Optimization exercise on an open flow, not production practice.
RTL: at most simulated, not proved equivalent.
Function not checked: runs 1 and 2.
Power: default activity.

[flow/design.v]
module mest_pro_ctrlr(
    input  clk,
    input  i_reset_n,
    input  i_start,
    input  i_redirect,
    input  i_halt,
    output o_start,
    output reg o_run,
    output reg o_issue,
    output reg o_all_done
);
reg  halted;
wire start = i_start & ~o_run & ~halted & ~o_all_done;
assign o_start = start;
always @(posedge clk or negedge i_reset_n)
begin
    if (~i_reset_n) begin
        o_run      <= 1'b0;
        o_issue    <= 1'b0;
        halted     <= 1'b0;
        o_all_done <= 1'b0;
    end else begin
        o_run      <= start | (o_run & ~i_halt);
        o_issue    <= start | (o_run & ~i_halt & ~i_redirect);
        halted     <= i_halt;
        o_all_done <= halted;
    end
end
endmodule
module mest_pro_fetch(
    input  clk,
    input  i_reset_n,
    input  i_step,
    input  i_halt,
    input  i_jmp,
    input  i_ret,
    input  [7:0] i_const_K,
    output [15:0] o_prog_counter
);
reg [15:0] pc;
reg [15:0] ret_pc;
always @(posedge clk or negedge i_reset_n)
begin
    if (~i_reset_n) begin
        pc     <= 16'd0;
        ret_pc <= 16'd0;
    end else begin
        if (i_jmp)
            ret_pc <= pc;
        if (i_jmp)
            pc <= {8'd0, i_const_K};
        else if (i_ret)
            pc <= ret_pc;
        else if (i_halt)
            pc <= 16'd0;
        else if (i_step)
            pc <= pc + 16'd1;
    end
end
assign o_prog_counter = pc;
endmodule
module mest_pro_decode(
    input  clk,
    input  i_reset_n,
    input  i_issue,
    input  [27:0] i_instr,
    output reg o_valid,
    output reg o_mul,
    output reg o_s0,
    output reg o_s1,
    output reg o_b8,
    output reg o_cin,
    output reg [7:0] o_a,
    output reg [7:0] o_b
);
wire [3:0] op = i_instr[27:24];
wire [7:0] a  = i_instr[15:8];
wire [7:0] b  = i_instr[7:0];
reg [7:0] x, y;
reg       y8;
always @(*)
begin
    x  = 8'd0;
    y  = 8'd0;
    y8 = 1'b0;
    case (op)
    4'd0: begin x = a;        y = b;  end
    4'd1: begin x = a;        y = ~b; y8 = 1'b1; end
    4'd2: begin x = a;        y = b;  end
    4'd3: x = a & b;
    4'd4: x = a | b;
    4'd5: x = {1'b0, a[7:1]};
    4'd6: begin x = {a[6:0], 1'b0}; y8 = a[7]; end
    4'd7: begin x = ~a;       y8 = 1'b1; end
    default: ;
    endcase
end
always @(posedge clk or negedge i_reset_n)
begin
    if (~i_reset_n)
        o_valid <= 1'b0;
    else
        o_valid <= i_issue;
end
always @(posedge clk)
begin
    o_mul <= (op == 4'd2);
    o_s0  <= (op == 4'd2) ? b[0] : 1'b1;
    o_s1  <= (op == 4'd2) & b[1];
    o_b8  <= y8;
    o_cin <= (op == 4'd1);
    o_a   <= x;
    o_b   <= y;
end
endmodule
module mest_pro_exec(
    input  clk,
    input  i_reset_n,
    input  i_valid,
    input  i_mul,    
    input  i_s0,     
    input  i_s1,     
    input  i_b8,
    input  i_cin,
    input  [7:0] i_a,
    input  [7:0] i_b,
    output reg o_valid_result,
    output reg [7:0] o_result,
    output reg o_carry,
    output reg o_zero_flag
);
wire p_1 = (i_a[6] & i_s0) ^ ((i_a[5] & i_s1) | (i_b[6] & ~i_mul));
wire p_2 = (i_a[6] & i_s0) & ((i_a[5] & i_s1) | (i_b[6] & ~i_mul));
wire p_3 = (i_a[7] & i_s0) ^ ((i_a[6] & i_s1) | (i_b[7] & ~i_mul)) ^ (i_a[5] & i_b[2] & i_mul);
wire p_4 = ((i_a[7] & i_s0) & ((i_a[6] & i_s1) | (i_b[7] & ~i_mul))) | ((i_a[5] & i_b[2] & i_mul) & ((i_a[7] & i_s0) ^ ((i_a[6] & i_s1) | (i_b[7] & ~i_mul))));
wire p_5 = (i_a[4] & i_b[3] & i_mul) ^ (i_a[3] & i_b[4] & i_mul);
wire p_6 = (i_a[4] & i_b[3] & i_mul) & (i_a[3] & i_b[4] & i_mul);
wire p_7 = ((i_a[7] & i_s1) | i_b8) ^ (i_a[6] & i_b[2] & i_mul) ^ (i_a[5] & i_b[3] & i_mul);
wire p_8 = (i_a[4] & i_b[4] & i_mul) ^ (i_a[3] & i_b[5] & i_mul);
wire p_9 = (i_a[4] & i_s0) ^ ((i_a[3] & i_s1) | (i_b[4] & ~i_mul));
wire p_10 = (i_a[4] & i_s0) & ((i_a[3] & i_s1) | (i_b[4] & ~i_mul));
wire p_11 = (i_a[5] & i_s0) ^ ((i_a[4] & i_s1) | (i_b[5] & ~i_mul)) ^ (i_a[3] & i_b[2] & i_mul);
wire p_12 = ((i_a[5] & i_s0) & ((i_a[4] & i_s1) | (i_b[5] & ~i_mul))) | ((i_a[3] & i_b[2] & i_mul) & ((i_a[5] & i_s0) ^ ((i_a[4] & i_s1) | (i_b[5] & ~i_mul))));
wire p_13 = (i_a[2] & i_b[3] & i_mul) ^ (i_a[1] & i_b[4] & i_mul);
wire p_14 = (i_a[2] & i_b[3] & i_mul) & (i_a[1] & i_b[4] & i_mul);
wire p_15 = (i_a[4] & i_b[2] & i_mul) ^ (i_a[3] & i_b[3] & i_mul) ^ (i_a[2] & i_b[4] & i_mul);
wire p_16 = ((i_a[4] & i_b[2] & i_mul) & (i_a[3] & i_b[3] & i_mul)) | ((i_a[2] & i_b[4] & i_mul) & ((i_a[4] & i_b[2] & i_mul) ^ (i_a[3] & i_b[3] & i_mul)));
wire p_17 = (i_a[1] & i_b[5] & i_mul) ^ (i_a[0] & i_b[6] & i_mul) ^ p_1;
wire p_18 = ((i_a[1] & i_b[5] & i_mul) & (i_a[0] & i_b[6] & i_mul)) | (p_1 & ((i_a[1] & i_b[5] & i_mul) ^ (i_a[0] & i_b[6] & i_mul)));
wire p_19 = (i_a[2] & i_b[5] & i_mul) ^ (i_a[1] & i_b[6] & i_mul) ^ (i_a[0] & i_b[7] & i_mul);
wire p_20 = ((i_a[2] & i_b[5] & i_mul) & (i_a[1] & i_b[6] & i_mul)) | ((i_a[0] & i_b[7] & i_mul) & ((i_a[2] & i_b[5] & i_mul) ^ (i_a[1] & i_b[6] & i_mul)));
wire p_21 = p_3 ^ p_5 ^ p_2;
wire p_22 = (p_3 & p_5) | (p_2 & (p_3 ^ p_5));
wire p_23 = (i_a[2] & i_b[6] & i_mul) ^ (i_a[1] & i_b[7] & i_mul) ^ p_7;
wire p_24 = p_8 ^ p_4 ^ p_6;
wire p_25 = (i_a[3] & i_s0) ^ ((i_a[2] & i_s1) | (i_b[3] & ~i_mul));
wire p_26 = (i_a[3] & i_s0) & ((i_a[2] & i_s1) | (i_b[3] & ~i_mul));
wire p_27 = (i_a[2] & i_b[2] & i_mul) ^ (i_a[1] & i_b[3] & i_mul) ^ (i_a[0] & i_b[4] & i_mul);
wire p_28 = ((i_a[2] & i_b[2] & i_mul) & (i_a[1] & i_b[3] & i_mul)) | ((i_a[0] & i_b[4] & i_mul) & ((i_a[2] & i_b[2] & i_mul) ^ (i_a[1] & i_b[3] & i_mul)));
wire p_29 = (i_a[0] & i_b[5] & i_mul) ^ p_11 ^ p_13;
wire p_30 = ((i_a[0] & i_b[5] & i_mul) & p_11) | (p_13 & ((i_a[0] & i_b[5] & i_mul) ^ p_11));
wire p_31 = p_15 ^ p_17 ^ p_12;
wire p_32 = (p_15 & p_17) | (p_12 & (p_15 ^ p_17));
wire p_33 = p_19 ^ p_21 ^ p_16;
wire p_34 = (p_19 & p_21) | (p_16 & (p_19 ^ p_21));
wire p_35 = p_23 ^ p_24 ^ p_20;
reg [25:0] q;
reg v1;
always @(posedge clk)
begin
    q[0] <= (i_a[0] & i_s0);
    q[1] <= (i_b[0] & ~i_mul);
    q[2] <= i_cin;
    q[3] <= (i_a[1] & i_s0);
    q[4] <= ((i_a[0] & i_s1) | (i_b[1] & ~i_mul));
    q[5] <= (i_a[2] & i_s0);
    q[6] <= ((i_a[1] & i_s1) | (i_b[2] & ~i_mul));
    q[7] <= (i_a[0] & i_b[2] & i_mul);
    q[8] <= (i_a[1] & i_b[2] & i_mul);
    q[9] <= (i_a[0] & i_b[3] & i_mul);
    q[10] <= p_25;
    q[11] <= p_9;
    q[12] <= p_27;
    q[13] <= p_26;
    q[14] <= p_10;
    q[15] <= p_29;
    q[16] <= p_28;
    q[17] <= p_14;
    q[18] <= p_31;
    q[19] <= p_30;
    q[20] <= p_18;
    q[21] <= p_33;
    q[22] <= p_32;
    q[23] <= p_22;
    q[24] <= p_35;
    q[25] <= p_34;
end
wire [8:0] fx, fy;
wire s_1 = q[0] ^ q[1];
wire s_2 = q[0] & q[1];
wire s_3 = q[3] ^ q[4];
wire s_4 = q[3] & q[4];
wire s_5 = q[5] ^ q[6] ^ q[7];
wire s_6 = (q[5] & q[6]) | (q[7] & (q[5] ^ q[6]));
wire s_7 = q[8] ^ q[9] ^ q[10];
wire s_8 = (q[8] & q[9]) | (q[10] & (q[8] ^ q[9]));
wire s_9 = q[11] ^ q[12] ^ q[13];
wire s_10 = (q[11] & q[12]) | (q[13] & (q[11] ^ q[12]));
wire s_11 = q[14] ^ q[15] ^ q[16];
wire s_12 = (q[14] & q[15]) | (q[16] & (q[14] ^ q[15]));
wire s_13 = q[17] ^ q[18] ^ q[19];
wire s_14 = (q[17] & q[18]) | (q[19] & (q[17] ^ q[18]));
wire s_15 = q[20] ^ q[21] ^ q[22];
wire s_16 = (q[20] & q[21]) | (q[22] & (q[20] ^ q[21]));
wire s_17 = q[23] ^ q[24] ^ q[25];
assign fx[0] = q[2];
assign fx[1] = s_3;
assign fx[2] = s_5;
assign fx[3] = s_7;
assign fx[4] = s_9;
assign fx[5] = s_11;
assign fx[6] = s_13;
assign fx[7] = s_15;
assign fx[8] = s_17;
assign fy[0] = s_1;
assign fy[1] = s_2;
assign fy[2] = s_4;
assign fy[3] = s_6;
assign fy[4] = s_8;
assign fy[5] = s_10;
assign fy[6] = s_12;
assign fy[7] = s_14;
assign fy[8] = s_16;
wire [8:0] r = fx + fy;
wire       zero = ((fx ^ fy) == {fx[7:0] | fy[7:0], 1'b0});
always @(posedge clk or negedge i_reset_n)
begin
    if (~i_reset_n) begin
        v1             <= 1'b0;
        o_valid_result <= 1'b0;
    end else begin
        v1             <= i_valid;
        o_valid_result <= v1;
    end
end
always @(posedge clk)
begin
    o_result    <= r[7:0];
    o_carry     <= r[8];
    o_zero_flag <= zero;
end
endmodule
module mest_pro#(
    parameter OP_CODE_SIZE     = 4,
    parameter INSTRUCTION_SIZE = OP_CODE_SIZE + 8 + 8 + 8,
    parameter ROM_DEPTH = 65536
)(
    input clk,
    input i_reset_n,
    input i_start,
    output [$clog2(ROM_DEPTH)-1  :0] o_prog_counter,
    input [INSTRUCTION_SIZE-1    :0] i_instruction,
    output [8-1 :0] o_result,
    output o_valid_result,
    output o_carry,
    output o_zero_flag,
    output o_all_done
);
wire       issue;       
wire       run;         
wire       start;
wire [3:0] op   = i_instruction[27:24];
wire       is_jmp  = issue & (op == 4'd8);
wire       is_ret  = issue & (op == 4'd9);
wire       is_halt = issue & (op == 4'd15);
wire       x_mul, x_s0, x_s1, x_b8, x_cin;
wire [7:0] x_a, x_b;
wire       x_valid;
mest_pro_ctrlr u_ctrlr(
    .clk        (clk),
    .i_reset_n  (i_reset_n),
    .i_start    (i_start),
    .i_redirect (is_jmp | is_ret),
    .i_halt     (is_halt),
    .o_start    (start),
    .o_run      (run),
    .o_issue    (issue),
    .o_all_done (o_all_done)
);
mest_pro_fetch u_fetch(
    .clk            (clk),
    .i_reset_n      (i_reset_n),
    .i_step         (run | start),
    .i_halt         (is_halt),
    .i_jmp          (is_jmp),
    .i_ret          (is_ret),
    .i_const_K      (i_instruction[23:16]),
    .o_prog_counter (o_prog_counter)
);
mest_pro_decode u_decode(
    .clk        (clk),
    .i_reset_n  (i_reset_n),
    .i_issue    (issue),
    .i_instr    (i_instruction),
    .o_valid    (x_valid),
    .o_mul      (x_mul),
    .o_s0       (x_s0),
    .o_s1       (x_s1),
    .o_b8       (x_b8),
    .o_cin      (x_cin),
    .o_a        (x_a),
    .o_b        (x_b)
);
mest_pro_exec u_exec(
    .clk            (clk),
    .i_reset_n      (i_reset_n),
    .i_valid        (x_valid),
    .i_mul          (x_mul),
    .i_s0           (x_s0),
    .i_s1           (x_s1),
    .i_b8           (x_b8),
    .i_cin          (x_cin),
    .i_a            (x_a),
    .i_b            (x_b),
    .o_valid_result (o_valid_result),
    .o_result       (o_result),
    .o_carry        (o_carry),
    .o_zero_flag    (o_zero_flag)
);
endmodule
[flow/run.sh]
#!/bin/bash
# synth_recipe.tcl (not shown) runs the flow's synth.tcl, then flattens the netlist and writes it again
# the make line also repeats each setting of config.mk as NAME=value (left out here)
make -C /OpenROAD-flow-scripts/flow DESIGN_CONFIG=/design/flow/config.mk WORK_HOME=/design/flow/orfs CLKGATE_MAP_FILE= SYNTH_SCRIPT=/design/flow/synth_recipe.tcl finish
[flow/config.mk]
export PLATFORM = sky130hd
export DESIGN_NAME = mest_pro
export DESIGN_NICKNAME = mest_pro
export VERILOG_FILES = /design/flow/design.v
export SDC_FILE = /design/flow/constraint.sdc
export NUM_CORES = 4
export LEC_CHECK = 0
export CAP_MARGIN = 20
export CORE_MARGIN = 2
export CORE_UTILIZATION = 40
export SLEW_MARGIN = 20
[flow/constraint.sdc]
create_clock -name core_clock -period 5.0 [get_ports {clk}]
set_input_delay 1.0000 -clock core_clock [delete_from_list [all_inputs] [get_ports {clk}]]
set_output_delay 1.0000 -clock core_clock [all_outputs]
set_load 0.01 [all_outputs]
==> results.sh, run 1 <==
export IMPL_synth_area_leaders="dfxtp_1 (23%), dfrtp_1 (19%), fa_1 (6.7%), nand2_1 (6.3%), ha_1 (5.9%)"
export IMPL_post_route_period_util_pct=64.86
export IMPL_clk_pin_slew_ns=0.07
export IMPL_seq_area_frac_synth_pct=41.85
export IMPL_antenna_found_initial=0
export IMPL_grt_pass1_vias=3785
export IMPL_startpoint="i_instruction[27]"
export IMPL_path_buf_inv=1
export IMPL_insertion_delay_ns=0.34
export IMPL_holdPathStages=0
export IMPL_holdWs_ns=0.3261
export IMPL_power_density_nw_per_um2=355.8
export IMPL_synth_top_area_cell="dfxtp_1"
export IMPL_wl_met2_mm=4.785
export IMPL_grt_pass1_wl_mm=18.37
export IMPL_rr_worst_depth=5
export IMPL_yosysMostFrequentCell="nand2_1"
export IMPL_via_count=3721
export IMPL_cts_buffers_inserted=9
export IMPL_drtAntennaViolNets=0
export IMPL_io_pins=59
export IMPL_hold_violations=0
export IMPL_max_freq_ghz=0.3084
export IMPL_crit_slowest_cell="or4_1"
export IMPL_worstPathCellList="clkdlybuf4s50_1, nand2_2, or4_1, nand3_1, a21oi_1, o2bb2a_2"
export IMPL_gp_congestion=0.7971
export IMPL_ctsRootBufferMaster="clkbuf_16"
export IMPL_avgSynthCellArea_um2=9.691
export IMPL_netlist_top_cells_count="nand2_1 (85), dfxtp_1 (57), dfrtp_1 (39)"
export IMPL_grt_max_degree=40
export IMPL_leakagePower_nw=2.618
export IMPL_endpoint="u_fetch.pc[15]"
export IMPL_worstMarginPinSlew_ns=1.006
export IMPL_wire_per_inst_um=14.22
export IMPL_placed_area_um2=5761
export IMPL_drv_slew=0
export IMPL_cts_setup_buffers=0
export IMPL_cts_hold_buffers=0
export IMPL_die_w_um=116.5
export IMPL_dieHeight_um=116.5
export IMPL_initial_core_util_pct=40.58
export IMPL_rows=41
export IMPL_wl_met3_um=537
export IMPL_n_fill_cell=1159
export IMPL_status="timing/DRC/antenna clean"
export IMPL_multi_input_area_um2=2688
export IMPL_remaining_drc_errors=0
export IMPL_arrival_ns=3.48
export IMPL_cp_top_family="simple AND/OR/NAND/NOR gates"
export IMPL_finalInstanceArea_um2=6071
export IMPL_r2r_start="u_decode.o_mul"
export IMPL_p_comb_share_pct=21.9
export IMPL_p_clk_share_pct=32.9
export IMPL_path_depth=6
export IMPL_synth_nets=594
export IMPL_num_antenna_cells=0
export IMPL_p_switching_w=0.0006153
export IMPL_cts_resized=0
export IMPL_maxUsedRoutingLayer="met4"
export IMPL_cap_viol_max_count=0
export IMPL_regArea_um2=2117
export IMPL_grt_overflow_total=0
export IMPL_drtIter0Drc=197
export IMPL_period_minus_slack_ns=3.243
export IMPL_switching_share_pct=28.49
export IMPL_synth_top_area_share_pct=22.56
export IMPL_drive_gt1_share_pct=7.241
export IMPL_synth_seq_cells=96
export IMPL_internal_power_w=0.001544
export IMPL_setup_violations=0
export IMPL_setup_ws_ns=1.757
export IMPL_viasPerCell=4.948
export IMPL_drt_wl_total_mm=10.70
export IMPL_fin_skew_ns=0.006797
export IMPL_critPathRequiredTime_ns=5.24
export IMPL_post_place_ws_ns=1.439
export IMPL_numClockSinks=96
export IMPL_first_pass_iters=4
export IMPL_cts_max_path_buffers=2
export IMPL_htree_levels=3
export IMPL_die_area_um2=13560
export IMPL_ir_worst_vdd_v=0.0002132
export IMPL_yosysUniqueCellTypes=56
export IMPL_holdCritPathClass="flop to flop"
export IMPL_layout_nets=647
export IMPL_ys_warn_count=4
export IMPL_rsz0062_at_grt="no"
export IMPL_slowest_delay_ns=0.85
export IMPL_crit_type="primary input to flop"
export IMPL_synth_cells=522
export IMPL_start_kind="primary input"
export IMPL_slew_headroom_pct=32.58
export IMPL_cts_tree="yes"
export IMPL_io_buffers=58
export IMPL_core_um2=12470
export IMPL_hpwl_mm=7.734
export IMPL_area_growth_pct=20.01
export IMPL_finalSetupTns_ns=0
export IMPL_worst_path_max_fanout=20
export IMPL_end_kind="flop"
export IMPL_worstReg2RegEnd="u_exec.q[21]"
export IMPL_r2r_slack_ns=2.09
export IMPL_wirelength_met1_mm=5.187
export IMPL_synth_edf_count=0
export IMPL_seqPwrFrac_pct=45.2
export IMPL_async_reset_ff_share_pct=40.63
export IMPL_synth_main_ff_cell="dfxtp_1"
export IMPL_syn_area_um2=5059
export IMPL_grt_use_total_pct=17.53
-- worst min-delay path by stage --
stage | from | end | slack (ns)
2_1_floorplan | u_decode.o_cin | u_exec.q[2] | 0.31
4_1_cts | u_decode.o_cin | u_exec.q[2] | 0.33
5_1_grt | u_decode.o_cin | u_exec.q[2] | 0.34
6_report | u_decode.o_cin | u_exec.q[2] | 0.33
3_5_place_dp | u_decode.o_cin | u_exec.q[2] | 0.31
3_3_place_gp | u_decode.o_cin | u_exec.q[2] | 0.32
-- power by group through the flow --
stage          logic (W)  registers (W)  clock network (W)
4_1_cts         0.000477       0.000975           0.000725
3_3_place_gp    0.000458       0.000988                  0
2_1_floorplan   0.000272       0.000984                  0
5_1_grt         0.000529       0.000991           0.000756
6_report        0.000474       0.000976           0.000710
3_5_place_dp    0.000468       0.000989                  0
-- area by class of cell --
cell class / count / share of cell area [%]
inverters: 36 / 2.226
clock buffers: 14 / 4.534
flip-flops and latches: 96 / 34.87
well taps: 172 / 3.545
clock inverters: 2 / 0.5771
multi-input cells: 370 / 44.27
repair buffers: 62 / 9.975
-- metrics by stage --
stage / utilization, % / std cells / total power [W]
after global routing: 48.70 / 752 / 0.002275
after global placement: 46.21 / 736 / 0.001447
after CTS: 48.70 / 752 / 0.002177
after detailed placement: 46.21 / 736 / 0.001456
final: 48.70 / 752 / 0.002160
after floorplan: - / 522 / 0.001256
-- worst reg2reg max path: stages (launching register included) --
cell and delay [ns]:
dfxtp_1 0.74, inv_1 0.27, a22o_1 0.29, fa_1 0.50, fa_1 0.58, fa_1 0.42
-- kinds of logic after synthesis --
family / Yosys count / share of synthesized area (%)
buffers and inverters: 56 / 5.021
adders and majority gates: 41 / 12.66
AOI/OAI and AO/OA: 87 / 11.25
xor gates and xnor gates: 37 / 6.678
and+or+nand+nor: 194 / 18.80
DFF: 96 / 41.85
muxes: 11 / 3.735
-- flip-flops by register name, summed over array words and instances (netlist names), 8 cells and up --
signal	cells
u_fetch.ret_pc	16
u_exec.q	26
u_fetch.pc	16
u_decode.o_b	8
u_exec.o_result	8
u_decode.o_a	8
-- placed cells by master, fill, tap and decap left out, types with 2 or more instances in the layout --
cell	n
clkbuf_16	10
ha_1	24
nand2_1	85
nor2b_1	6
and4_1	2
a21oi_1	12
mux2i_1	2
o21ai_1	2
or2_2	4
clkbuf_1	3
fa_1	17
clkdlybuf4s50_1	57
a22o_1	7
a21o_1	2
or3_1	3
dfrtp_1	39
nand3_1	15
nand2b_1	5
nand4_1	8
a22oi_1	8
mux4_2	6
o22ai_1	2
inv_1	36
or4_1	2
nor3_1	3
nor2_1	28
nor3_2	2
o211ai_1	3
dfxtp_1	57
xor2_1	13
mux2_2	3
o21ai_0	36
a211oi_1	3
xnor2_1	23
and2_1	9
buf_4	4
and3_1	16
-- metal layers --
metal	vias to the layer above	track usage, %
met1	1740	24.29
li1	1871	-
met2	95	26.90
met3	15	3.477
met5	-	0
met4	0	7.381
==> inputs of run 2 (changes only) <==
--- a/flow/config.mk
+++ b/flow/config.mk
@@ -8,4 +8,5 @@
 export CAP_MARGIN = 20
 export CORE_MARGIN = 2
 export CORE_UTILIZATION = 40
+export SETUP_SLACK_MARGIN = 3.2
 export SLEW_MARGIN = 20
==> run 2 against run 1 <==
Still clean. Non-clock buffer count grew 81. Flip-flop and latch count is the same. Clock skew is essentially flat. Routed wire length grew 32%.
==> results.sh, run 2 <==
export IMPL_ys_warn_count=4
export IMPL_ctsRootBufferMaster="clkbuf_16"
export IMPL_seq_area_frac_synth_pct=41.85
export IMPL_seqPwrFrac_pct=40.4
export IMPL_hp_start="u_decode.o_cin"
export IMPL_place_inst=736
export IMPL_holdPathStages=0
export IMPL_max_freq_ghz=0.4662
export IMPL_synth_edf_count=0
export IMPL_rsz0062_at_grt="yes"
export IMPL_via_count=4324
export IMPL_finalNonFillerCells=836
export IMPL_antenna_found_initial=0
export IMPL_drv_slew=0
export IMPL_core_um2=12470
export IMPL_yosysUniqueCellTypes=56
export IMPL_arrival_ns=2.37
export IMPL_yosysMostFrequentCell="nand2_1"
export IMPL_initial_core_util_pct=40.58
export IMPL_grt_pass1_wl_mm=21.93
export IMPL_internal_power_w=0.001658
export IMPL_remaining_drc_errors=0
export IMPL_die_w_um=116.5
export IMPL_synth_area_leaders="dfxtp_1 (23%), dfrtp_1 (19%), fa_1 (6.7%), nand2_1 (6.3%), ha_1 (5.9%)"
export IMPL_first_pass_iters=6
export IMPL_grt_max_degree=40
export IMPL_p_switching_w=0.0007491
export IMPL_post_place_ws_ns=1.514
export IMPL_setup_ws_ns=2.855
export IMPL_synth_main_ff_cell="dfxtp_1"
export IMPL_synth_top_area_cell="dfxtp_1"
export IMPL_synth_seq_cells=96
export IMPL_holdPathEnd="u_exec.q[2]"
export IMPL_final_common_cell="nand2_1"
export IMPL_start_kind="flop"
export IMPL_cap_viol_max_count=0
export IMPL_leakagePower_nw=3.361
export IMPL_power_density_nw_per_um2=323.2
export IMPL_layout_nets=731
export IMPL_final_cell_mix="nand2_1 (66), dfxtp_1 (51), buf_4 (48)"
export IMPL_hold_violations=0
export IMPL_drt_wl_total_mm=14.14
export IMPL_netlist_top_cells_count="nand2_1 (85), dfxtp_1 (57), dfrtp_1 (39)"
export IMPL_num_antenna_cells=0
export IMPL_worstMarginPinSlew_ns=0.9317
export IMPL_cts_tree="yes"
export IMPL_clk_pin_slew_ns=0.07
export IMPL_end_kind="flop"
export IMPL_critPathRequiredTime_ns=5.23
export IMPL_r2r_start="u_decode.o_mul"
export IMPL_synth_nets=594
export IMPL_drtAntennaViolNets=0
export IMPL_top_register="u_exec.q"
export IMPL_power_w=0.002407
export IMPL_cts_max_path_buffers=2
export IMPL_die_area_um2=13560
export IMPL_worstReg2RegEnd="u_exec.q[21]"
export IMPL_dieHeight_um=116.5
export IMPL_grt_overflow_total=0
export IMPL_largest_registers="u_exec.q x26, u_fetch.pc x16, u_fetch.ret_pc x16"
export IMPL_drive_gt1_share_pct=40.06
export IMPL_p_comb_share_pct=30.7
export IMPL_rr_worst_depth=5
export IMPL_slew_headroom_pct=37.89
export IMPL_crit_type="flop to flop"
export IMPL_period_minus_slack_ns=2.145
export IMPL_insertion_delay_ns=0.35
export IMPL_grt_pass1_vias=4238
export IMPL_n_fill_cell=998
export IMPL_startpoint="u_decode.o_mul"
export IMPL_holdCritPathClass="flop to flop"
export IMPL_cts_buffers_inserted=9
export IMPL_numClockSinks=96
export IMPL_synth_cells=522
export IMPL_gp_congestion=0.8096
export IMPL_fin_skew_ns=0.007134
export IMPL_syn_area_um2=5059
export IMPL_wire_per_inst_um=16.91
export IMPL_setup_violations=0
export IMPL_status="timing/DRC/antenna clean"
export IMPL_htree_levels=3
export IMPL_viasPerCell=5.172
export IMPL_switching_share_pct=31.12
export IMPL_post_route_period_util_pct=42.90
export IMPL_synth_top_area_share_pct=22.56
export IMPL_finalSetupTns_ns=0
export IMPL_p_clk_share_pct=28.9
export IMPL_area_growth_pct=47.24
export IMPL_worst_path_max_fanout=5
export IMPL_rows=41
export IMPL_holdWs_ns=0.3368
export IMPL_async_reset_ff_share_pct=40.63
export IMPL_drtIter0Drc=319
export IMPL_io_buffers=58
export IMPL_avgSynthCellArea_um2=9.691
export IMPL_largest_reg_flops=26
export IMPL_ir_worst_vdd_v=0.0003046
export IMPL_r2r_slack_ns=2.86
export IMPL_io_pins=59
export IMPL_grt_use_total_pct=21.10
export IMPL_hpwl_mm=7.680
==> run 2: cell count changes in the layout (fill, tap and decap cells not counted), sizes merged <==
cell	previous run	this run
buf	5	122
bufinv	1	0
dlygate4sd2	0	4
or2	4	5
bufbuf	0	2
dlymetal6s2s	0	2
clkdlybuf4s50	57	8
clkdlybuf4s15	0	4
or4	2	4
inv	36	38
==> run 2: area by class of cell <==
type | instances | area [um2] | area share, %
Clock buffer | 13 | 281.5 | 3.780
Multi-Input combinational cell | 373 | 3196 | 42.90
Clock inverter | 3 | 20.02 | 0.2688
Timing Repair Buffer | 143 | 1460 | 19.60
Sequential cell | 96 | 2138 | 28.71
Inverter | 36 | 137.6 | 1.848
Tap cell | 172 | 215.2 | 2.889
==> run 2: worst max path at each step <==
stage                          end  slack, ns  cells past startpoint
floorplan           u_fetch.pc[15]       2.88                      5
global placement    u_fetch.pc[15]       1.67                      6
detailed placement  u_fetch.pc[15]       1.51                      6
CTS                   u_exec.q[21]       2.86                      5
global route          u_exec.q[21]       2.83                      5
finish                u_exec.q[21]       2.86                      5
==> run 2: through the flow <==
step                      area (um2)  utilization [%]
after global routing            7448            59.75
final                           7448            59.75
after detailed placement        5881            47.17
after floorplan                 5288                -
after CTS                       6997            56.13
after global placement          5881            47.17
==> run 2: cells by family (layout without fill, tap and decap cells) <==
family	Yosys count	count (layout)	synth area share, %
AOI/OAI and AO/OA	87	87	11.25
xor gates and xnor gates	37	37	6.678
adders and majority gates	41	41	12.66
buffers and inverters	56	195	5.021
DFF	96	96	41.85
muxes	11	11	3.735
and+or+nand+nor	194	197	18.80
==> run 2: critical path, cell delays in order (launching register included) <==
cell	delay (ns)
dfxtp_4	0.37
buf_12	0.13
and3_4	0.14
fa_1	0.47
fa_1	0.51
fa_1	0.41
==> run 2: per-layer routing <==
metal  global-route usage (%)  up-vias  part of all wire, %
met4                    7.540        0                  2.1
met3                    3.788       30                  5.6
li1                         -     2053                    -
met1                    29.81     2073                   45
met5                        0        -                    0
met2                    32.64      168                   48
==> run 2: timing repair <==
action	in CTS	in global routing
resized for setup	271	81
endpoints found under the setup margin	97	84
setup buffers	57	16
pin swaps	35	50
gates cloned	10	1
hold buffers	0	0
==> run 2: power by group through the flow <==
stage	logic, W	clock network (W)	registers (W)
after floorplan	0.000297	0	0.000986
after global placement	0.000472	0	0.000992
after detailed placement	0.000485	0	0.000992
after CTS	0.000653	0.000711	0.000964
after global routing	0.000799	0.000741	0.000983
final	0.000740	0.000695	0.000973
==> inputs of run 3 (changes only) <==
--- a/flow/design.v
+++ b/flow/design.v
@@ -30,7 +30,8 @@
 module mest_pro_fetch(
     input  clk,
     input  i_reset_n,
-    input  i_step,
+    input  i_run,
+    input  i_start,
     input  i_halt,
     input  i_jmp,
     input  i_ret,
@@ -39,6 +40,7 @@
 );
 reg [15:0] pc;
 reg [15:0] ret_pc;
+wire [15:0] pc_inc = pc + 16'd1;
 always @(posedge clk or negedge i_reset_n)
 begin
     if (~i_reset_n) begin
@@ -47,14 +49,16 @@
     end else begin
         if (i_jmp)
             ret_pc <= pc;
-        if (i_jmp)
+        if (~i_run)
+            pc <= {15'd0, i_start};
+        else if (i_jmp)
             pc <= {8'd0, i_const_K};
         else if (i_ret)
             pc <= ret_pc;
         else if (i_halt)
             pc <= 16'd0;
-        else if (i_step)
-            pc <= pc + 16'd1;
+        else
+            pc <= pc_inc;
     end
 end
 assign o_prog_counter = pc;
@@ -290,7 +294,8 @@
 mest_pro_fetch u_fetch(
     .clk            (clk),
     .i_reset_n      (i_reset_n),
-    .i_step         (run | start),
+    .i_run          (run),
+    .i_start        (start),
     .i_halt         (is_halt),
     .i_jmp          (is_jmp),
     .i_ret          (is_ret),
--- a/flow/config.mk
+++ b/flow/config.mk
@@ -7,6 +7,7 @@
 export LEC_CHECK = 0
 export CAP_MARGIN = 20
 export CORE_MARGIN = 2
-export CORE_UTILIZATION = 40
-export SETUP_SLACK_MARGIN = 3.2
+export CORE_UTILIZATION = 60
+export CTS_BUF_LIST = sky130_fd_sc_hd__clkbuf_8
+export SETUP_SLACK_MARGIN = 2.9
 export SLEW_MARGIN = 20
==> run 3 against run 2 <==
Still clean. Power is 21% lower. Register-to-register slack worse by 0.02 ns. Design area is 18% lower. Critical path type unchanged. Largest cell class unchanged. Largest power group unchanged. Highest routed layer unchanged.
==> results.sh, run 3 <==
export IMPL_status="timing/DRC/antenna clean"
export IMPL_area_growth_pct=25.40
export IMPL_seqPwrFrac_pct=48.9
export IMPL_crit_slowest_cell="fa_1"
export IMPL_drtIter0Drc=220
export IMPL_cts_max_path_buffers=2
export IMPL_p_comb_share_pct=23.9
export IMPL_p_switching_w=0.0005622
export IMPL_n_fill_cell=558
export IMPL_hold_violations=0
export IMPL_final_cell_mix="dfxtp_1 (53), nand2_1 (38), inv_1 (35), dfrtp_1 (35), dlygate4sd2_1 (32)"
export IMPL_netlist_top_cells_count="dfxtp_1 (57), dfrtp_1 (39), nand2_1 (39)"
export IMPL_top_register="u_exec.q"
export IMPL_grt_pass1_vias=3728
export IMPL_synth_seq_cells=96
export IMPL_arrival_ns=2.40
export IMPL_async_reset_ff_share_pct=40.63
export IMPL_numClockSinks=96
export IMPL_seq_area_frac_synth_pct=43.37
export IMPL_io_pins=59
export IMPL_die_w_um=94.20
export IMPL_insertion_delay_ns=0.36
export IMPL_finalSetupTns_ns=0
export IMPL_final_common_cell="dfxtp_1"
export IMPL_rr_worst_depth=5
export IMPL_cts_hold_buffers=0
export IMPL_holdCritPathClass="flop to flop"
export IMPL_holdWs_ns=0.3380
export IMPL_grt_max_degree=40
export IMPL_rsz0062_at_grt="yes"
export IMPL_die_area_um2=8873
export IMPL_final_util_pct=78.40
export IMPL_grt_use_total_pct=25.50
export IMPL_io_buffers=58
export IMPL_hpwl_mm=7.100
export IMPL_synth_main_ff_cell="dfxtp_1"
export IMPL_synth_nets=540
export IMPL_grt_pass1_wl_mm=17.53
export IMPL_via_count=3615
export IMPL_drt_wl_total_mm=10.47
export IMPL_first_pass_iters=5
export IMPL_slew_headroom_pct=42.54
export IMPL_post_route_period_util_pct=43.32
export IMPL_htree_levels=3
export IMPL_synth_top_area_share_pct=23.38
export IMPL_remaining_drc_errors=0
export IMPL_end_kind="flop"
export IMPL_internal_power_w=0.001333
export IMPL_placed_area_um2=5537
export IMPL_drtAntennaViolNets=0
export IMPL_cpMostUsedCell="fa_1"
export IMPL_dieHeight_um=94.20
export IMPL_cts_buffers_inserted=9
export IMPL_p_clk_share_pct=27.3
export IMPL_gp_congestion=0.8325
export IMPL_drv_slew=0
export IMPL_num_antenna_cells=0
export IMPL_ys_warn_count=4
export IMPL_worstMarginPinSlew_ns=0.8619
export IMPL_grt_overflow_total=0
export IMPL_multi_input_area_um2=2680
export IMPL_clk_pin_slew_ns=0.09
export IMPL_setup_violations=0
export IMPL_cap_viol_max_count=0
export IMPL_critPathRequiredTime_ns=5.24
export IMPL_viasPerCell=5.477
export IMPL_slowest_delay_ns=0.52
export IMPL_drive_gt1_share_pct=21.15
export IMPL_start_kind="flop"
export IMPL_ir_worst_vdd_v=0.0002659
export IMPL_ctsRootBufferMaster="clkbuf_8"
export IMPL_largest_registers="u_exec.q x26, u_fetch.pc x16, u_fetch.ret_pc x16"
export IMPL_worst_path_max_fanout=4
export IMPL_avgSynthCellArea_um2=10.43
export IMPL_worstPathCellList="buf_6, and3_4, fa_1, fa_1, fa_1"
export IMPL_wire_per_inst_um=15.86
export IMPL_regArea_um2=2132
export IMPL_synth_cells=468
export IMPL_max_freq_ghz=0.4617
export IMPL_finalInstanceArea_um2=6121
export IMPL_layout_nets=625
export IMPL_yosysMostFrequentCell="dfxtp_1"
export IMPL_core_um2=7807
export IMPL_power_density_nw_per_um2=309.7
export IMPL_synth_area_leaders="dfxtp_1 (23%), dfrtp_1 (20%), fa_1 (7.0%), ha_1 (6.2%), mux2_2 (4.4%)"
export IMPL_syn_area_um2=4881
export IMPL_rows=32
export IMPL_largest_reg_flops=26
export IMPL_synth_edf_count=0
export IMPL_fin_skew_ns=0.01773
export IMPL_initial_core_util_pct=62.52
export IMPL_holdPathStages=0
export IMPL_crit_type="flop to flop"
export IMPL_antenna_found_initial=0
export IMPL_synth_top_area_cell="dfxtp_1"
export IMPL_period_minus_slack_ns=2.166
export IMPL_switching_share_pct=29.66
export IMPL_yosysUniqueCellTypes=44
export IMPL_cts_tree="yes"
export IMPL_leakagePower_nw=2.851
-- run 3: changes by cell type after synthesis, sizes merged, moves of 4 or more --
cell / previous run / this run
nand2: 87 / 39
a22oi: 8 / 4
a22o: 7 / 14
mux2: 3 / 19
o21ai: 39 / 27
nor2b: 6 / 2
-- run 3: repair_timing --
item	CTS	global route
gates cloned	2	0
setup endpoints to repair	92	46
resized for setup	86	25
pin swaps	12	9
endpoints found under the hold margin	0	0
buffers inserted	25	4
-- run 3: worst paths after layout --
check                           slack (ns)           start                    end
worst max-delay path                  2.83  u_decode.o_mul           u_exec.q[21]
worst min-delay path                  0.34  u_decode.o_cin            u_exec.q[2]
worst max register to register        2.83  u_decode.o_mul           u_exec.q[21]
worst min register to register        0.34  u_decode.o_cin            u_exec.q[2]
max in group asynchronous             3.65       i_reset_n         u_fetch.pc[11]
min in group asynchronous             0.74       i_reset_n  u_exec.o_valid_result
-- run 3: worst max-delay path: cells and delay by family, from the launching register on --
| kind | cells | cell delay, ns |
|---|---|---|
| DFF | 1 | 0.38 |
| buffers and inverters | 1 | 0.12 |
| and+or+nand+nor | 1 | 0.14 |
| adders and majority gates | 3 | 1.43 |
-- run 3: cell type report --
cell class | count | area share, %
clock inverter | 6 | 1.104
sequential | 96 | 34.83
tap | 102 | 2.085
timing repair buffer | 93 | 13.72
clock buffer | 10 | 2.249
inverter | 35 | 2.228
multi-input combinational | 318 | 43.79
-- run 3: power groups by stage --
stage          logic (W)  clock network (W)  registers [W]
2_1_floorplan   0.000230                  0       0.000944
3_3_place_gp    0.000375                  0       0.000963
3_5_place_dp    0.000390                  0       0.000966
4_1_cts         0.000438           0.000523       0.000925
5_1_grt         0.000496           0.000563       0.000937
6_report        0.000452           0.000517       0.000926
-- run 3: logic make-up (layout without fill, tap and decap cells) --
| family | count (synthesis) | in the layout | synth area share, % |
|---|---|---|---|
| AOI/OAI and AO/OA | 74 | 74 | 9.741 |
| xor gates and xnor gates | 38 | 38 | 7.101 |
| and+or+nand+nor | 139 | 139 | 14.84 |
| DFF | 96 | 96 | 43.37 |
| muxes | 26 | 26 | 7.357 |
| adders and majority gates | 41 | 41 | 13.12 |
| buffers and inverters | 54 | 144 | 4.461 |
-- run 3: stage by stage --
stage	total power [W]	setup WS (ns)	std cells
floorplan	0.001174	2.817	468
global placement	0.001338	1.502	613
detailed placement	0.001356	1.463	613
CTS	0.001886	2.823	656
global route	0.001997	2.802	660
finish	0.001896	2.834	660
-- run 3: layer usage --
layer	up-vias	GRT usage (%)	part of all wire [%]
li1	1772	-	-
met1	1727	33.56	46
met2	100	43.33	48
met3	16	4.254	4.4
met4	0	7.609	1.6
met5	-	0	0
Testbench counts of run 3, summed over its fixed seeds: cycles 7,274.
==> inputs of run 4 (changes only) <==
==> flow/flow/run.sh (new file) <==
#!/bin/bash
# Layout: the standard synthesis, then the standard ORFS steps with plain
# buffers (not delay cells) on the ports and free resizing.
set -euo pipefail
bash standard.sh synth > synth.log 2>&1
bash standard.sh BUFFER_PORTS_ARGS="-buffer_cell sky130_fd_sc_hd__buf_2" MATCH_CELL_FOOTPRINT=0 finish > layout.log 2>&1
==> flow/standard.sh (new file) <==
#!/bin/bash
# synth_recipe.tcl (not shown) runs the flow's synth.tcl, then flattens the netlist and writes it again
# the make line also repeats each setting of config.mk as NAME=value (left out here)
make -C /OpenROAD-flow-scripts/flow DESIGN_CONFIG=/design/flow/config.mk WORK_HOME=/design/flow/orfs CLKGATE_MAP_FILE= SYNTH_SCRIPT=/design/flow/synth_recipe.tcl "${@:-finish}"
removed: flow/run.sh
==> run 4 against run 3 <==
Design area shrank 7.9%. Non-clock buffer count decreased by 25. Setup slack worse by 0.0057 ns.
==> results.sh, run 4 <==
export IMPL_status="timing/DRC/antenna clean"
export IMPL_crit_type="flop to flop"
export IMPL_crit_slowest_cell="fa_1"
export IMPL_path_buf_inv=1
export IMPL_final_cell_mix="buf_2 (56), dfxtp_1 (53), nand2_1 (38), dfrtp_1 (38), inv_1 (32)"
export IMPL_post_route_period_util_pct=43.43
export IMPL_final_common_cell="buf_2"
export IMPL_max_freq_ghz=0.4605
export IMPL_r2r_start="u_decode.o_mul"
export IMPL_antenna_found_initial=0
export IMPL_drv_slew=0
export IMPL_critPathRequiredTime_ns=5.23
export IMPL_synth_area_leaders="dfxtp_1 (23%), dfrtp_1 (20%), fa_1 (7.0%), ha_1 (6.2%), mux2_2 (4.4%)"
export IMPL_slowest_delay_ns=0.54
export IMPL_hold_violations=0
export IMPL_final_util_pct=72.21
export IMPL_initial_core_util_pct=62.52
export IMPL_largest_registers="u_exec.q x26, u_fetch.pc x16, u_fetch.ret_pc x16"
export IMPL_n_fill_cell=567
export IMPL_cts_buffers_inserted=9
export IMPL_worstMarginPinSlew_ns=0.8545
export IMPL_insertion_delay_ns=0.35
export IMPL_hp_start="u_decode.o_cin"
export IMPL_synth_top_area_cell="dfxtp_1"
export IMPL_ir_worst_vdd_v=0.0002833
export IMPL_arrival_ns=2.40
export IMPL_viasPerCell=5.627
export IMPL_yosysMostFrequentCell="dfxtp_1"
export IMPL_wire_per_inst_um=15.90
export IMPL_grt_overflow_total=0
export IMPL_switching_share_pct=30.25
export IMPL_remaining_drc_errors=0
export IMPL_p_comb_share_pct=19.7
export IMPL_rsz0062_at_grt="yes"
export IMPL_setup_violations=0
export IMPL_netlist_top_cells_count="dfxtp_1 (57), dfrtp_1 (39), nand2_1 (39)"
export IMPL_cp_top_family="adder cells"
export IMPL_synth_edf_count=0
export IMPL_rows=32
export IMPL_cap_viol_max_count=0
export IMPL_holdPathEnd="u_exec.q[2]"
export IMPL_htree_levels=3
export IMPL_drtAntennaViolNets=0
export IMPL_die_w_um=94.20
export IMPL_power_density_nw_per_um2=323.9
export IMPL_multi_input_area_um2=2663
export IMPL_holdWs_ns=0.3145
export IMPL_seqPwrFrac_pct=52.1
export IMPL_p_clk_share_pct=28.2
export IMPL_io_pins=59
export IMPL_path_depth=5
export IMPL_num_antenna_cells=0
export IMPL_avgSynthCellArea_um2=10.43
export IMPL_holdPathStages=0
export IMPL_synth_cells=468
export IMPL_drive_gt1_share_pct=26.27
export IMPL_cts_max_path_buffers=2
export IMPL_grt_use_total_pct=24.20
export IMPL_drt_wl_total_mm=10.10
export IMPL_cpMostUsedCell="fa_1"
export IMPL_rr_worst_depth=5
export IMPL_seq_area_frac_synth_pct=43.37
export IMPL_numClockSinks=96
export IMPL_drtIter0Drc=166
export IMPL_internal_power_w=0.001274
export IMPL_slew_headroom_pct=43.04
export IMPL_yosysUniqueCellTypes=44
export IMPL_via_count=3573
export IMPL_finalSetupTns_ns=0
export IMPL_grt_pass1_wl_mm=16.79
export IMPL_synth_nets=540
export IMPL_area_growth_pct=15.51
export IMPL_leakagePower_nw=2.609
export IMPL_grt_pass1_vias=3595
export IMPL_synth_top_area_share_pct=23.38
export IMPL_start_kind="flop"
export IMPL_dieHeight_um=94.20
export IMPL_ctsRootBufferMaster="clkbuf_8"
export IMPL_top_register="u_exec.q"
export IMPL_ys_warn_count=4
export IMPL_clk_pin_slew_ns=0.10
export IMPL_first_pass_iters=4
export IMPL_layout_nets=600
export IMPL_regArea_um2=2126
export IMPL_gp_congestion=0.8757
export IMPL_holdCritPathClass="flop to flop"
export IMPL_synth_seq_cells=96
export IMPL_place_inst=610
export IMPL_period_minus_slack_ns=2.172
export IMPL_io_buffers=58
export IMPL_synth_main_ff_cell="dfxtp_1"
export IMPL_worst_path_max_fanout=3
export IMPL_worstReg2RegEnd="u_exec.q[21]"
export IMPL_cts_hold_buffers=0
export IMPL_power_w=0.001826
export IMPL_syn_area_um2=4881
export IMPL_r2r_slack_ns=2.83
export IMPL_fin_skew_ns=0.01529
export IMPL_grt_max_degree=40
export IMPL_hpwl_mm=6.893
export IMPL_cts_tree="yes"
export IMPL_end_kind="flop"
export IMPL_worstPathCellList="buf_4, and3_4, fa_1, fa_1, fa_1"
export IMPL_p_switching_w=0.0005524
export IMPL_core_um2=7807
export IMPL_die_area_um2=8873
export IMPL_largest_reg_flops=26
export IMPL_async_reset_ff_share_pct=40.63
export IMPL_finalNonFillerCells=635
## run 4: cell counts after synthesis
Identical to the previous run, type by type.
## run 4: cell type report
class / instances / area share, %
clock inverter: 6 / 1.176
multi-input combinational: 318 / 47.23
sequential: 96 / 37.71
inverter: 35 / 2.419
clock buffer: 10 / 2.441
tap: 102 / 2.264
timing repair buffer: 68 / 6.769
## run 4: power by group through the flow
stage / logic, W / clock network (W) / registers [W]
2_1_floorplan: 0.000231 / 0 / 0.000944
6_report: 0.000360 / 0.000516 / 0.000951
3_3_place_gp: 0.000323 / 0 / 0.000960
5_1_grt: 0.000405 / 0.000562 / 0.000963
3_5_place_dp: 0.000336 / 0 / 0.000964
4_1_cts: 0.000350 / 0.000524 / 0.000948
## run 4: cells by family after synthesis
kind of cell | share of synthesized area [%]
flip-flops | 43.37
multiplexers | 7.357
AO/OA/AOI/OAI | 9.741
XOR/XNOR | 7.101
AND/OR/NAND/NOR | 14.84
buffers and inverters | 4.461
adder cells (fa/ha/maj) | 13.12
## run 4: worst max-delay path by stage
| stage | startpoint | slack [ns] | end |
|---|---|---|---|
| 6_report | u_decode.o_mul | 2.83 | u_exec.q[21] |
| 4_1_cts | u_decode.o_s1 | 2.82 | u_exec.q[21] |
| 2_1_floorplan | i_instruction[24] | 2.82 | u_fetch.ret_pc[0] |
| 5_1_grt | u_decode.o_mul | 2.77 | u_exec.q[21] |
| 3_3_place_gp | i_instruction[26] | 2.02 | u_fetch.pc[5] |
| 3_5_place_dp | i_instruction[27] | 2.23 | u_fetch.pc[1] |
## run 4: what timing repair did
action                                  4_1_cts  5_1_grt
pin swaps                                     7        8
gates resized for setup                      14       17
endpoints found under the setup margin       26       31
buffers inserted                              5        4
## run 4: per-stage QoR
| stage | setup slack, ns | area [um2] |
|---|---|---|
| after floorplan | 2.816 | 4928 |
| after global placement | 2.019 | 5238 |
| after detailed placement | 2.227 | 5238 |
| after CTS | 2.822 | 5542 |
| after global routing | 2.774 | 5638 |
| final | 2.828 | 5638 |
## run 4: layer usage
metal  routed length, um  global-route usage (%)  vias up
met3                 384                   3.933       15
met5                   0                       0        -
met1                4700                   32.51     1746
met2                4875                   39.64       92
li1                    -                       -     1720
met4                 136                   8.816        0
==> inputs of run 5 (changes only) <==
==> flow/flow/run.sh (replaced) <==
#!/bin/bash
# Layout: the standard synthesis, then the standard ORFS steps with plain
# buffers (not delay cells) on the ports and free resizing.
set -euo pipefail
bash standard.sh synth > synth.log 2>&1
bash standard.sh BUFFER_PORTS_ARGS="-buffer_cell sky130_fd_sc_hd__buf_1" MATCH_CELL_FOOTPRINT=0 finish > layout.log 2>&1
--- a/flow/config.mk
+++ b/flow/config.mk
@@ -9,5 +9,5 @@
 export CORE_MARGIN = 2
 export CORE_UTILIZATION = 60
 export CTS_BUF_LIST = sky130_fd_sc_hd__clkbuf_8
-export SETUP_SLACK_MARGIN = 2.9
+export SETUP_SLACK_MARGIN = 3.0
 export SLEW_MARGIN = 20
==> run 5 against run 4 <==
Highest routed layer unchanged. Sequential power barely moved. Clock skew fell by 0.0032 ns. Flip-flop and latch count did not move. Via count rose by 4.1%. Register-to-register slack improved by 0.04 ns. Critical path type unchanged. Clock-buffer cell count did not move. Core utilization rose by 5.9 points. Still clean on timing, DRC and antenna. First-iteration DRC count rose by 5.4%. Critical path depth fell by 1. Setup slack improved by 0.040 ns.
==> results.sh, run 5 <==
export IMPL_status="timing/DRC/antenna clean"
export IMPL_holdPathStages=0
export IMPL_die_area_um2=8873
export IMPL_ctsRootBufferMaster="clkbuf_8"
export IMPL_cap_viol_max_count=0
export IMPL_drtAntennaViolNets=0
export IMPL_initial_core_util_pct=62.52
export IMPL_cts_hold_buffers=0
export IMPL_synth_top_area_share_pct=23.38
export IMPL_cts_max_path_buffers=2
export IMPL_grt_use_total_pct=24.22
export IMPL_dieHeight_um=94.20
export IMPL_io_pins=59
export IMPL_drv_slew=0
export IMPL_yosysMostFrequentCell="dfxtp_1"
export IMPL_largest_reg_flops=26
export IMPL_final_cell_mix="buf_1 (52), dfxtp_1 (51), nand2_1 (38)"
export IMPL_finalNonFillerCells=669
export IMPL_power_density_nw_per_um2=324.8
export IMPL_endpoint="u_exec.q[21]"
export IMPL_rsz0062_at_grt="yes"
export IMPL_end_kind="flop"
export IMPL_avgSynthCellArea_um2=10.43
export IMPL_drive_gt1_share_pct=24.16
export IMPL_worstMarginPinSlew_ns=0.8558
export IMPL_area_growth_pct=24.89
export IMPL_startpoint="u_decode.o_a[5]"
export IMPL_ys_warn_count=4
export IMPL_numClockSinks=96
export IMPL_synth_seq_cells=96
export IMPL_final_util_pct=78.08
export IMPL_via_count=3719
export IMPL_leakagePower_nw=2.687
export IMPL_die_w_um=94.20
export IMPL_drt_wl_total_mm=10.85
export IMPL_cts_buffers_inserted=9
export IMPL_synth_top_area_cell="dfxtp_1"
export IMPL_grt_overflow_total=0
export IMPL_arrival_ns=2.37
export IMPL_critPathRequiredTime_ns=5.23
export IMPL_top_register="u_exec.q"
export IMPL_period_minus_slack_ns=2.131
export IMPL_clk_pin_slew_ns=0.09
export IMPL_rr_worst_depth=4
export IMPL_drtIter0Drc=175
export IMPL_finalSetupTns_ns=0
export IMPL_syn_area_um2=4881
export IMPL_worstReg2RegEnd="u_exec.q[21]"
export IMPL_ir_worst_vdd_v=0.0001787
export IMPL_wl_met3_um=554
export IMPL_grt_max_degree=40
export IMPL_cts_tree="yes"
export IMPL_synth_area_leaders="dfxtp_1 (23%), dfrtp_1 (20%), fa_1 (7.0%), ha_1 (6.2%), mux2_2 (4.4%)"
export IMPL_start_kind="flop"
export IMPL_gp_congestion=0.8622
export IMPL_hold_violations=0
export IMPL_synth_edf_count=0
export IMPL_num_antenna_cells=0
export IMPL_grt_pass1_vias=3562
export IMPL_layout_nets=634
export IMPL_place_inst=614
export IMPL_yosysUniqueCellTypes=44
export IMPL_grt_pass1_wl_mm=16.84
export IMPL_async_reset_ff_share_pct=40.63
export IMPL_rows=32
export IMPL_wl_met2_mm=5.103
export IMPL_power_w=0.001980
export IMPL_fin_skew_ns=0.01213
export IMPL_holdCritPathClass="flop to flop"
export IMPL_viasPerCell=5.559
export IMPL_remaining_drc_errors=0
export IMPL_seq_area_frac_synth_pct=43.37
export IMPL_core_um2=7807
export IMPL_wirelength_met1_mm=4.801
export IMPL_netlist_top_cells_count="dfxtp_1 (57), dfrtp_1 (39), nand2_1 (39)"
export IMPL_antenna_found_initial=0
export IMPL_first_pass_iters=4
export IMPL_htree_levels=3
export IMPL_slew_headroom_pct=42.95
export IMPL_maxUsedRoutingLayer="met4"
export IMPL_synth_main_ff_cell="dfxtp_1"
export IMPL_max_freq_ghz=0.4692
export IMPL_r2r_start="u_decode.o_a[5]"
export IMPL_post_route_period_util_pct=42.63
export IMPL_largest_registers="u_exec.q x26, u_fetch.pc x16, u_fetch.ret_pc x16"
export IMPL_hpwl_mm=6.653
export IMPL_crit_type="flop to flop"
export IMPL_synth_nets=540
export IMPL_wire_per_inst_um=16.22
export IMPL_final_common_cell="buf_1"
export IMPL_synth_cells=468
export IMPL_insertion_delay_ns=0.35
export IMPL_worst_path_max_fanout=4
export IMPL_r2r_slack_ns=2.87
export IMPL_io_buffers=58
export IMPL_setup_violations=0
## run 5: cell counts after synthesis
Identical to the previous run, type by type.
## run 5: cell families after synthesis
kind of cell | share of synthesized area, %
simple gates | 14.84
flops | 43.37
compound gates | 9.741
buf+inv | 4.461
fa+ha+maj | 13.12
xor+xnor | 7.101
mux | 7.357
## run 5: worst min-delay path by stage
stage,from,to,slack (ns)
after floorplan,u_decode.o_cin,u_exec.q[2],0.31
after global placement,u_decode.o_cin,u_exec.q[2],0.31
after detailed placement,u_decode.o_cin,u_exec.q[2],0.31
after CTS,u_decode.o_cin,u_exec.q[2],0.33
after global routing,u_decode.o_cin,u_exec.q[2],0.34
final,u_decode.o_cin,u_exec.q[2],0.33
## run 5: routing by layer
metal / up-vias / global-route usage, %
li1: 1792 / -
met1: 1763 / 32.19
met2: 130 / 39.11
met3: 34 / 3.852
met4: 0 / 10.99
met5: - / 0
## run 5: worst max-delay path: stages (launching register included)
cell,delay (ns)
dfxtp_1,0.42
and3_1,0.22
fa_1,0.44
fa_1,0.51
fa_2,0.43
## run 5: where the power goes
| part | switching, W | total, W | internal (W) |
|---|---|---|---|
| clock | 0.000263 | 0.000608 | 0.000345 |
| combinational | 0.000214 | 0.000423 | 0.000208 |
| sequential | 0.0000883 | 0.000949 | 0.000861 |
| total | 0.000565 | 0.00198 | 0.00141 |
## run 5: what timing repair did
action	4_1_cts	5_1_grt
gates cloned	0	4
hold endpoints to repair	0	0
buffers inserted	6	29
endpoints found under the setup margin	47	47
gates resized for setup	30	30
pin swaps	13	5
## run 5: through the flow
step / hold slack (ns) / worst slack (ns) / area (um2)
final: 0.3333 / 2.869 / 6096
after global routing: 0.3406 / 2.787 / 6096
after floorplan: 0.3096 / 2.816 / 5020
after CTS: 0.3335 / 2.874 / 5682
after detailed placement: 0.3121 / 1.914 / 5269
after global placement: 0.3133 / 2.036 / 5269
## run 5: area by class of cell
type	count	area, um2
Multi-Input combinational cell	318	2745
Inverter	35	133.9
Tap cell	102	127.6
Fill cell	542	1712
Sequential cell	96	2141
Timing Repair Buffer	102	703.2
Clock buffer	10	137.6
Clock inverter	6	107.6
==> inputs of run 6 (changes only) <==
--- a/flow/config.mk
+++ b/flow/config.mk
@@ -9,5 +9,5 @@
 export CORE_MARGIN = 2
 export CORE_UTILIZATION = 60
 export CTS_BUF_LIST = sky130_fd_sc_hd__clkbuf_8
-export SETUP_SLACK_MARGIN = 3.0
+export SETUP_SLACK_MARGIN = 3.1
 export SLEW_MARGIN = 20
==> run 6 against run 5 <==
Final cell count rose by 0.60%. Core utilization rose by 2.0 points. Clock power down 17%. Largest power group unchanged.
==> results.sh, run 6 <==
export IMPL_status="timing/DRC/antenna clean"
export IMPL_n_fill_cell=493
export IMPL_rows=32
export IMPL_worst_path_max_fanout=3
export IMPL_arrival_ns=2.42
export IMPL_holdPathEnd="u_exec.q[2]"
export IMPL_regArea_um2=2140
export IMPL_post_route_period_util_pct=42.27
export IMPL_core_um2=7807
export IMPL_antenna_found_initial=0
export IMPL_drive_gt1_share_pct=28.90
export IMPL_largest_registers="u_exec.q x26, u_fetch.pc x16, u_fetch.ret_pc x16"
export IMPL_setup_violations=0
export IMPL_synth_nets=540
export IMPL_io_buffers=58
export IMPL_period_minus_slack_ns=2.113
export IMPL_grt_pass1_vias=3656
export IMPL_final_cell_mix="dfxtp_1 (50), nand2_1 (38), buf_1 (37)"
export IMPL_crit_type="flop to flop"
export IMPL_r2r_start="u_decode.o_mul"
export IMPL_grt_overflow_total=0
export IMPL_drtAntennaViolNets=0
export IMPL_htree_levels=3
export IMPL_rsz0062_at_grt="yes"
export IMPL_synth_area_leaders="dfxtp_1 (23%), dfrtp_1 (20%), fa_1 (7.0%), ha_1 (6.2%), mux2_2 (4.4%)"
export IMPL_synth_cells=468
export IMPL_start_kind="flop"
export IMPL_async_reset_ff_share_pct=40.63
export IMPL_end_kind="flop"
export IMPL_drtIter0Drc=148
export IMPL_rr_worst_depth=5
export IMPL_yosysUniqueCellTypes=44
export IMPL_max_freq_ghz=0.4732
export IMPL_gp_congestion=0.8349
export IMPL_multi_input_area_um2=2834
export IMPL_cts_max_path_buffers=2
export IMPL_netlist_top_cells_count="dfxtp_1 (57), dfrtp_1 (39), nand2_1 (39)"
export IMPL_synth_top_area_cell="dfxtp_1"
export IMPL_dieHeight_um=94.20
export IMPL_io_pins=59
export IMPL_hp_start="u_decode.o_cin"
export IMPL_synth_main_ff_cell="dfxtp_1"
export IMPL_critPathRequiredTime_ns=5.30
export IMPL_layout_nets=638
export IMPL_grt_pass1_wl_mm=17.38
export IMPL_remaining_drc_errors=0
export IMPL_synth_seq_cells=96
export IMPL_drv_slew=0
export IMPL_synth_top_area_share_pct=23.38
export IMPL_top_register="u_exec.q"
export IMPL_seq_area_frac_synth_pct=43.37
export IMPL_fin_skew_ns=0.01520
export IMPL_via_count=3696
export IMPL_cts_tree="yes"
export IMPL_die_area_um2=8873
export IMPL_ys_warn_count=4
export IMPL_worstReg2RegEnd="u_exec.q[21]"
export IMPL_synth_edf_count=0
export IMPL_num_antenna_cells=0
export IMPL_hpwl_mm=6.564
export IMPL_finalSetupTns_ns=0
export IMPL_clk_pin_slew_ns=0.08
export IMPL_numClockSinks=96
export IMPL_holdCritPathClass="flop to flop"
export IMPL_holdWs_ns=0.3355
export IMPL_slew_headroom_pct=36.71
export IMPL_grt_use_total_pct=25.22
export IMPL_final_common_cell="dfxtp_1"
export IMPL_viasPerCell=5.492
export IMPL_holdPathStages=0
export IMPL_area_growth_pct=28.10
export IMPL_wire_per_inst_um=15.76
export IMPL_hold_violations=0
export IMPL_grt_max_degree=40
export IMPL_initial_core_util_pct=62.52
export IMPL_cts_buffers_inserted=9
export IMPL_avgSynthCellArea_um2=10.43
export IMPL_cap_viol_max_count=0
export IMPL_drt_wl_total_mm=10.61
export IMPL_power_density_nw_per_um2=306.1
export IMPL_insertion_delay_ns=0.36
export IMPL_cts_hold_buffers=0
export IMPL_syn_area_um2=4881
export IMPL_r2r_slack_ns=2.89
export IMPL_largest_reg_flops=26
export IMPL_leakagePower_nw=2.791
export IMPL_ctsRootBufferMaster="clkbuf_8"
export IMPL_die_w_um=94.20
export IMPL_worstMarginPinSlew_ns=0.9493
export IMPL_ir_worst_vdd_v=0.0003341
export IMPL_yosysMostFrequentCell="dfxtp_1"
export IMPL_first_pass_iters=4
run 6: cell counts after synthesis:
Identical to the previous run, type by type.
run 6: stage by stage:
step           setup WS [ns]  instance area, um2  cells  util, %  total power (W)
6_report               2.887                6252    673    80.08         0.001914
5_1_grt                2.852                6252    673    80.08         0.002010
4_1_cts                2.878                6041    665    77.37         0.001888
3_5_place_dp           1.984                5320    613    68.14         0.001321
3_3_place_gp           2.000                5320    613    68.14         0.001306
2_1_floorplan          2.821                5115    468        -         0.001208
run 6: area by class of cell:
type                       count  share of cell area (%)
multi-input combinational    318                   45.33
sequential                    96                   34.22
timing repair buffer         106                   13.09
clock buffer                  11                   2.421
inverter                      35                   2.141
tap                          102                   2.041
clock inverter                 5                  0.7605
run 6: power breakdown:
group	internal, W	switching (W)	total (W)
Combinational	0.000239	0.000240	0.000479
Sequential	0.000860	0.0000707	0.000930
Clock	0.000254	0.000251	0.000505
Total	0.00135	0.000562	0.00191
run 6: worst max-delay path by stage:
stage                 startpoint                 to  slack [ns]  depth (start not counted)
2_1_floorplan  i_instruction[24]  u_fetch.ret_pc[0]        2.82                          4
3_3_place_gp   i_instruction[24]      u_fetch.pc[0]        2.00                          5
3_5_place_dp   i_instruction[24]      u_fetch.pc[2]        1.98                          5
4_1_cts           u_decode.o_mul       u_exec.q[21]        2.88                          5
5_1_grt           u_decode.o_mul       u_exec.q[21]        2.85                          5
6_report          u_decode.o_mul       u_exec.q[21]        2.89                          5
run 6: layer usage:
layer,global-route usage [%],vias up,share of wire [%]
li1,-,1803,-
met1,33.09,1769,44
met2,41.96,104,49
met3,5.859,20,4.9
met4,7.126,0,1.8
met5,0,-,0
run 6: cells by family after synthesis:
group	count (synthesis)	share of synthesized area, %
AND/OR/NAND/NOR	139	14.84
flip-flops	96	43.37
AO/OA/AOI/OAI	74	9.741
buffers and inverters	54	4.461
adder cells (fa/ha/maj)	41	13.12
XOR/XNOR	38	7.101
multiplexers	26	7.357
run 6: timing repair:
action / 4_1_cts / 5_1_grt
gates cloned: 3 / 2
endpoints found under the setup margin: 77 / 64
buffers inserted: 33 / 6
gates resized for setup: 64 / 39
pin swaps: 18 / 11
run 6: worst max-delay path: stages (launching register included):
cell,delay [ns]
dfxtp_4,0.37
inv_4,0.04
a22o_1,0.21
fa_1,0.49
fa_1,0.43
fa_2,0.52
==> inputs of run 7 (changes only) <==
--- a/flow/config.mk
+++ b/flow/config.mk
@@ -5,6 +5,7 @@
 export SDC_FILE = /design/flow/constraint.sdc
 export NUM_CORES = 4
 export LEC_CHECK = 0
+export ABC_AREA = 1
 export CAP_MARGIN = 20
 export CORE_MARGIN = 2
 export CORE_UTILIZATION = 60
==> run 7 against run 6 <==
Still clean on timing, DRC and antenna. Core utilization shrank 4.3 points. Register-to-register slack lost 0.05 ns. Hold slack gained 0.021 ns. Design area shrank 1.5%. Synthesized cell count grew 28%. Area after synthesis grew 1.8%. Clock-buffer cell count shrank 2. Critical endpoint unchanged. Largest power group unchanged.
==> results.sh, run 7 <==
export IMPL_status="timing/DRC/antenna clean"
export IMPL_htree_levels=3
export IMPL_cts_hold_buffers=0
export IMPL_fin_skew_ns=0.02453
export IMPL_die_w_um=95
export IMPL_cpMostUsedCell="fa_1"
export IMPL_die_area_um2=9025
export IMPL_largest_reg_flops=26
export IMPL_synth_main_ff_cell="dfxtp_1"
export IMPL_wl_met2_mm=5.565
export IMPL_leakagePower_nw=2.815
export IMPL_startpoint="u_decode.o_mul"
export IMPL_r2r_slack_ns=2.84
export IMPL_power_density_nw_per_um2=310.2
export IMPL_io_buffers=58
export IMPL_viasPerCell=5.372
export IMPL_numClockSinks=96
export IMPL_synth_top_area_share_pct=22.97
export IMPL_period_minus_slack_ns=2.159
export IMPL_synth_seq_cells=96
export IMPL_final_cell_mix="nand2_1 (141), inv_1 (80), dfxtp_1 (50)"
export IMPL_initial_core_util_pct=61.08
export IMPL_dieHeight_um=95
export IMPL_seq_area_frac_synth_pct=42.61
export IMPL_path_buf_inv=1
export IMPL_grt_overflow_total=0
export IMPL_drive_gt1_share_pct=23.61
export IMPL_num_antenna_cells=0
export IMPL_arrival_ns=2.40
export IMPL_synth_top_family_by_area="simple AND/OR/NAND/NOR gates"
export IMPL_rows=33
export IMPL_worstPathCellList="inv_4, a22o_1, fa_1, fa_1, fa_1"
export IMPL_syn_area_um2=4969
export IMPL_rr_worst_depth=5
export IMPL_core_um2=8134
export IMPL_critPathRequiredTime_ns=5.24
export IMPL_synth_fa_ha_area_share_pct=12.89
export IMPL_clk_pin_slew_ns=0.09
export IMPL_via_count=4319
export IMPL_hold_violations=0
export IMPL_drtIter0Drc=286
export IMPL_power_w=0.001911
export IMPL_end_kind="flop"
export IMPL_endpoint="u_exec.q[21]"
export IMPL_area_growth_pct=24.00
export IMPL_cp_top_family="adder cells"
export IMPL_maxUsedRoutingLayer="met4"
export IMPL_synth_nets=669
export IMPL_remaining_drc_errors=0
export IMPL_wire_per_inst_um=14.27
export IMPL_worstMarginPinSlew_ns=0.8619
export IMPL_first_pass_iters=5
export IMPL_synth_top_area_cell="dfxtp_1"
export IMPL_synth_edf_count=0
export IMPL_path_depth=5
export IMPL_grt_use_total_pct=26.10
export IMPL_netlist_top_cells_count="nand2_1 (145), inv_1 (85), dfxtp_1 (57)"
export IMPL_muxShareOfSynthArea_pct=0
export IMPL_gp_congestion=0.8844
export IMPL_worst_path_max_fanout=4
export IMPL_crit_type="flop to flop"
export IMPL_drt_wl_total_mm=11.47
export IMPL_synth_area_leaders="dfxtp_1 (23%), dfrtp_1 (20%), nand2_1 (11%), fa_1 (6.8%), inv_1 (6.4%)"
export IMPL_cts_buffers_inserted=9
export IMPL_place_inst=749
export IMPL_drv_slew=0
export IMPL_drtAntennaViolNets=0
export IMPL_worstReg2RegEnd="u_exec.q[21]"
export IMPL_top_register="u_exec.q"
export IMPL_max_freq_ghz=0.4632
export IMPL_grt_pass1_vias=3957
==> run 7: changes by cell type after synthesis, sizes merged, moves of 7 or more <==
cell and delta:
a21oi +11, a22o -12, and2 -9, and3 -18, inv +55, mux2 -19
nand2 +114, nand3 +18, nor2 +24, o21ai +20, xnor2 -15, xor2 -7
==> run 7: repair_timing <==
action | CTS | global route
cloned | 2 | 0
endpoints found under the hold margin | 0 | 0
endpoints found under the setup margin | 76 | 62
buffers inserted | 23 | 14
pin swaps | 10 | 26
resized for setup | 46 | 66
==> run 7: worst min path at each step <==
stage,start,to,slack [ns],cells after the start
2_1_floorplan,u_decode.o_cin,u_exec.q[2],0.31,0
3_3_place_gp,u_decode.o_cin,u_exec.q[2],0.33,0
3_5_place_dp,u_exec.v1,u_exec.o_valid_result,0.34,0
4_1_cts,u_decode.o_cin,u_exec.q[2],0.36,0
5_1_grt,u_decode.o_cin,u_exec.q[2],0.36,0
6_report,u_decode.o_cin,u_exec.q[2],0.36,0
==> run 7: worst register-to-register path: cells and delay by family (launching register included) <==
kind | cells | cell delay, ns
buffers and inverters | 1 | 0.04
adders and majority gates | 3 | 1.42
AOI/OAI and AO/OA | 1 | 0.21
DFF | 1 | 0.39
==> run 7: cell type report <==
type / instances / area [um2]
multi-input combinational: 402 / 2796
sequential: 96 / 2131
fill: 598 / 1973
timing repair buffer: 95 / 554.3
inverter: 90 / 355.3
tap: 105 / 131.4
clock buffer: 9 / 123.9
clock inverter: 7 / 68.82
==> run 7: logic make-up (layout without fill, tap and decap cells) <==
| group | count (synthesis) | count (layout) |
|---|---|---|
| DFF | 96 | 96 |
| and+or+nand+nor | 245 | 247 |
| xor gates and xnor gates | 15 | 15 |
| AOI/OAI and AO/OA | 99 | 99 |
| adders and majority gates | 41 | 41 |
| buffers and inverters | 101 | 201 |
==> run 7: stage by stage <==
step           worst slack, ns  hold WS, ns
2_1_floorplan            2.833       0.3096
3_3_place_gp             2.234       0.3338
3_5_place_dp             2.147       0.3380
4_1_cts                  2.834       0.3557
5_1_grt                  2.788       0.3644
6_report                 2.841       0.3564
==> run 7: per-layer routing <==
layer,vias up,track usage [%]
li1,2118,-
met1,2035,34.74
met3,21,4.469
met5,-,0
met4,0,9.783
met2,145,42.73
==> run 7: power by group <==
group / internal (W) / switching (W)
Sequential: 0.000862 / 0.0000664
Combinational: 0.000202 / 0.000282
Clock: 0.000232 / 0.000268
